From an optimization exercise on the open Yosys and OpenROAD flow, aimed at small area; shortcuts taken in it are not production practice.
No activity file was given, so power comes from the tool's default toggle rates.

pepper:
Design ddr2_ctrl_top, start of the top module:
module ddr2_ctrl_top (
  input         clk,
  input         rst,
  input  [2:0]  af_cmd,
  input  [30:0] af_addr,
  input         af_empty,
  input         phy_init_done,
  output        ctrl_ref_flag,
  output        ctrl_af_rden,
  output        ctrl_wren,
  output        ctrl_rden,
  output [12:0] ctrl_addr,
  output [1:0]  ctrl_ba,
  output        ctrl_ras_n,
  output        ctrl_cas_n,
  output        ctrl_we_n,
  output [0:0]  ctrl_cs_n
);
  ddr2_ctrl u_ctrl (
    .clk           (clk),
    .rst           (rst),
    .af_cmd        (af_cmd),
    .af_addr       (af_addr),
    .af_empty      (af_empty),
    .phy_init_done (phy_init_done),
    .ctrl_ref_flag (ctrl_ref_flag),
    .ctrl_af_rden  (ctrl_af_rden),
    .ctrl_wren     (ctrl_wren),
    .ctrl_rden     (ctrl_rden),
    .ctrl_addr     (ctrl_addr),
    .ctrl_ba       (ctrl_ba),
    .ctrl_ras_n    (ctrl_ras_n),
    .ctrl_cas_n    (ctrl_cas_n),
    .ctrl_we_n     (ctrl_we_n),
    .ctrl_cs_n     (ctrl_cs_n)
  );
endmodule
export LEC_CHECK = 0
export CAP_MARGIN = 0
export CORE_MARGIN = 2
export CORE_UTILIZATION = 70
export PLACE_DENSITY = 0.8
export SLEW_MARGIN = 0
create_clock -name core_clock -period 5.0 [get_ports {clk}]
standard.sh (not shown) runs the stock make flow with config.mk's settings and CLKGATE_MAP_FILE= SYNTH_SCRIPT=/design/flow/synth_recipe.tcl, a recipe that flattens the netlist after the stock synthesis.
==> flow/flow/run.sh <==
#!/bin/bash
# Standard ORFS layout with two changes: ports are buffered with buf_1, and
# CTS inserts no dummy loads and uses small clock buffers. Each tool's output
# goes to a log file here.
set -euo pipefail
export BUFFER_PORTS_ARGS="-buffer_cell sky130_fd_sc_hd__buf_1"
export CTS_ARGS="-sink_clustering_enable -repair_clock_nets -dont_use_dummy_load -buf_list sky130_fd_sc_hd__clkbuf_8"
bash standard.sh > standard.log 2>&1
For garnet, these inputs were changed with respect to pepper:
-- flow/design.v --
<<< pepper, line 28
  wire is_act  = st_act;
  wire is_arw  = st_arw;
  reg ras_n_r, cas_n_r, we_n_r;    
  reg rst_r, rst_r1, cs_n_r;
  always @(posedge clk) begin
>>> garnet, line 28
  wire is_act  = st_act;
  wire is_arw  = st_arw;
  reg rst_r, rst_r1, cs_n_r;
  always @(posedge clk) begin
<<< pepper, line 109
  reg  af_valid_r, af_valid_r1, af_valid_r2;
  reg  [1:0]  bank1, bank2;
  reg  [12:0] row1;
  reg  [9:0]  col1;
  reg         rd1, rd2;        
>>> garnet, line 108
  reg  af_valid_r, af_valid_r1, af_valid_r2;
  reg  [1:0]  bank1, bank2;
  reg  [12:0] row1, row2;
  reg  [9:0]  col1;
  reg         rd1, rd2;        
<<< pepper, line 155
  reg  [1:0]  mru0, mru1, mru2;
  reg  [12:0] open_row [0:3];
  reg         row_conflict_r;
  wire        all_open = &bank_open;
  wire        cmd_act = ~ras_n_r & cas_n_r & we_n_r;
  reg  [1:0]  row_bank;    
  wire [1:0]  bank1_nxt = rst_r1 ? 2'b00 : en1 ? af_addr[24:23] : bank1;
  always @(posedge clk)
    row_bank <= is_act ? bank2 : bank1_nxt;
  wire [12:0] row_sel = open_row[row_bank];
  always @(posedge clk)
    if (en2 & af_valid_r1)
      open_row[bank1] <= row1;
  wire [1:0]  lru_bank = all_open ? (mru0 ^ mru1 ^ mru2) : 2'b00;
  always @(posedge clk) begin
    if (en2) begin
      bank2 <= bank1;
      row_conflict_r <= (row_sel != row1);
      rd2   <= rd1;
      bank_conflict_r <= ~bank_open[bank1];
>>> garnet, line 154
  reg  [1:0]  mru0, mru1, mru2;
  reg  [12:0] open_row [0:3];
  wire        all_open = &bank_open;
  wire [1:0]  lru_bank = all_open ? (mru0 ^ mru1 ^ mru2) : 2'b00;
  always @(posedge clk) begin
    if (en2) begin
      bank2 <= bank1;
      row2  <= row1;
      rd2   <= rd1;
      bank_conflict_r <= ~bank_open[bank1];
<<< pepper, line 193
      if (~hit0 & ~hit1)
        mru2 <= mru1;
    end
  end
  wire wr_flag = af_valid_r2 & ~rd2;
  wire rd_flag = af_valid_r2 &  rd2;
  wire conflict_detect = af_valid_r2 & (bank_conflict_r | row_conflict_r);
  wire no_precharge = bank_conflict_r;
  reg n_idle, n_pre, n_pw, n_pw1, n_ar, n_arw, n_act, n_aw, n_bw, n_ww, n_br, n_rw;
>>> garnet, line 182
      if (~hit0 & ~hit1)
        mru2 <= mru1;
      open_row[bank2] <= row2;
    end
  end
  wire wr_flag = af_valid_r2 & ~rd2;
  wire rd_flag = af_valid_r2 &  rd2;
  wire row_miss = (open_row[bank2] != row2);
  wire conflict_detect = af_valid_r2 & (bank_conflict_r | row_miss);
  wire no_precharge = bank_conflict_r;
  reg n_idle, n_pre, n_pw, n_pw1, n_ar, n_arw, n_act, n_aw, n_bw, n_ww, n_br, n_rw;
<<< pepper, line 261
        {n_idle, n_pre, n_pw, n_pw1, n_ar, n_arw, n_act, n_aw, n_bw, n_ww, n_br, n_rw};
  end
  always @(posedge clk) begin
    ras_n_r <= ~(st_ar | st_act | st_pre);
>>> garnet, line 252
        {n_idle, n_pre, n_pw, n_pw1, n_ar, n_arw, n_act, n_aw, n_bw, n_ww, n_br, n_rw};
  end
  reg        ras_n_r, cas_n_r, we_n_r;
  always @(posedge clk) begin
    ras_n_r <= ~(st_ar | st_act | st_pre);
<<< pepper, line 275
      ba_r <= bank2;
  end
  assign ctrl_addr[12:11] = row_sel[12:11] & {2{cmd_act}};
  assign ctrl_addr[10]    = (row_sel[10] & cmd_act) | a10_r;
  assign ctrl_addr[9:0]   = (row_sel[9:0] & {10{cmd_act}}) | (col_r & {10{ras_n_r}});
  assign ctrl_ref_flag = ref_flag;
  assign ctrl_ba    = ba_r;
>>> garnet, line 267
      ba_r <= bank2;
  end
  wire cmd_act = ~ras_n_r & cas_n_r & we_n_r;
  assign ctrl_addr[12:11] = row2[12:11] & {2{cmd_act}};
  assign ctrl_addr[10]    = (row2[10] & cmd_act) | a10_r;
  assign ctrl_addr[9:0]   = (row2[9:0] & {10{cmd_act}}) | (col_r & {10{ras_n_r}});
  assign ctrl_ref_flag = ref_flag;
  assign ctrl_ba    = ba_r;
### Flow results
Looking at the reports, pepper completed the entire flow and the layout it produced met the timing, DRC and antenna checks.
garnet completed end to end with timing, DRC and antenna clean.
Comparing garnet and pepper, the lower power in sequential cells was measured on pepper.
In the tables for garnet and pepper, combinational power reads higher with pepper.
Clock sink count delta for garnet relative to pepper: 12 higher
Compare garnet and pepper | global-route usage higher: pepper
The number of logic inverters in the finished layout of garnet falls short of that of pepper by 3.
On final period utilization, the lower figure sits with garnet, not pepper.
On met1 track utilization from global routing: between garnet and pepper, it ends up higher for garnet.
Compared garnet vs pepper, and final routed wire length divided by cell count is down in garnet.
Of garnet and pepper, the run reporting the higher gate count after technology mapping was pepper.
Against pepper, garnet reports a critical path depth that is lower.
| area fraction in compound gates after synthesis | garnet vs pepper | ≈ equal |
garnet: proportion of final cell area spent on non-clock buffers is 0.48 points lower than what pepper reported.
Post-cts repair resize count came out exactly the same in garnet and pepper.
Going from pepper to garnet, number of nets in the final layout shrank by a few percent.
No functional check of the RTL was part of any run of this note.

what the ideal ports hide:
The flow's constraints put no driver on any port. The routed layouts listed below were extracted and timed again, unchanged, in two steps.
Step 1, drivers: a clkbuf_16 drives clk and a buf_2 each remaining input, both assumed.
Step 2 moves the port delays by t, midway between the first and last clock arrival at a register: inputs arrive t later, outputs are due t later. That takes back most of the time a late clock gives input paths.
Three values: no drivers, after step 1, after step 2; two values: the first two.
run	shift t [ns]	setup WS [ns]	hold slack, ns	slew at the worst register clock pin (ns)	worst slew at a driven data input, ns
pepper	0.450	1.517 / 1.483 / 1.933	0.331 / 0.331 / 0.331	0.09 / 0.09	0.04
garnet	0.452	1.765 / 1.733 / 2.028	0.334 / 0.334 / 0.334	0.09 / 0.09	0.03
After both steps setup and hold are still met in every run listed.
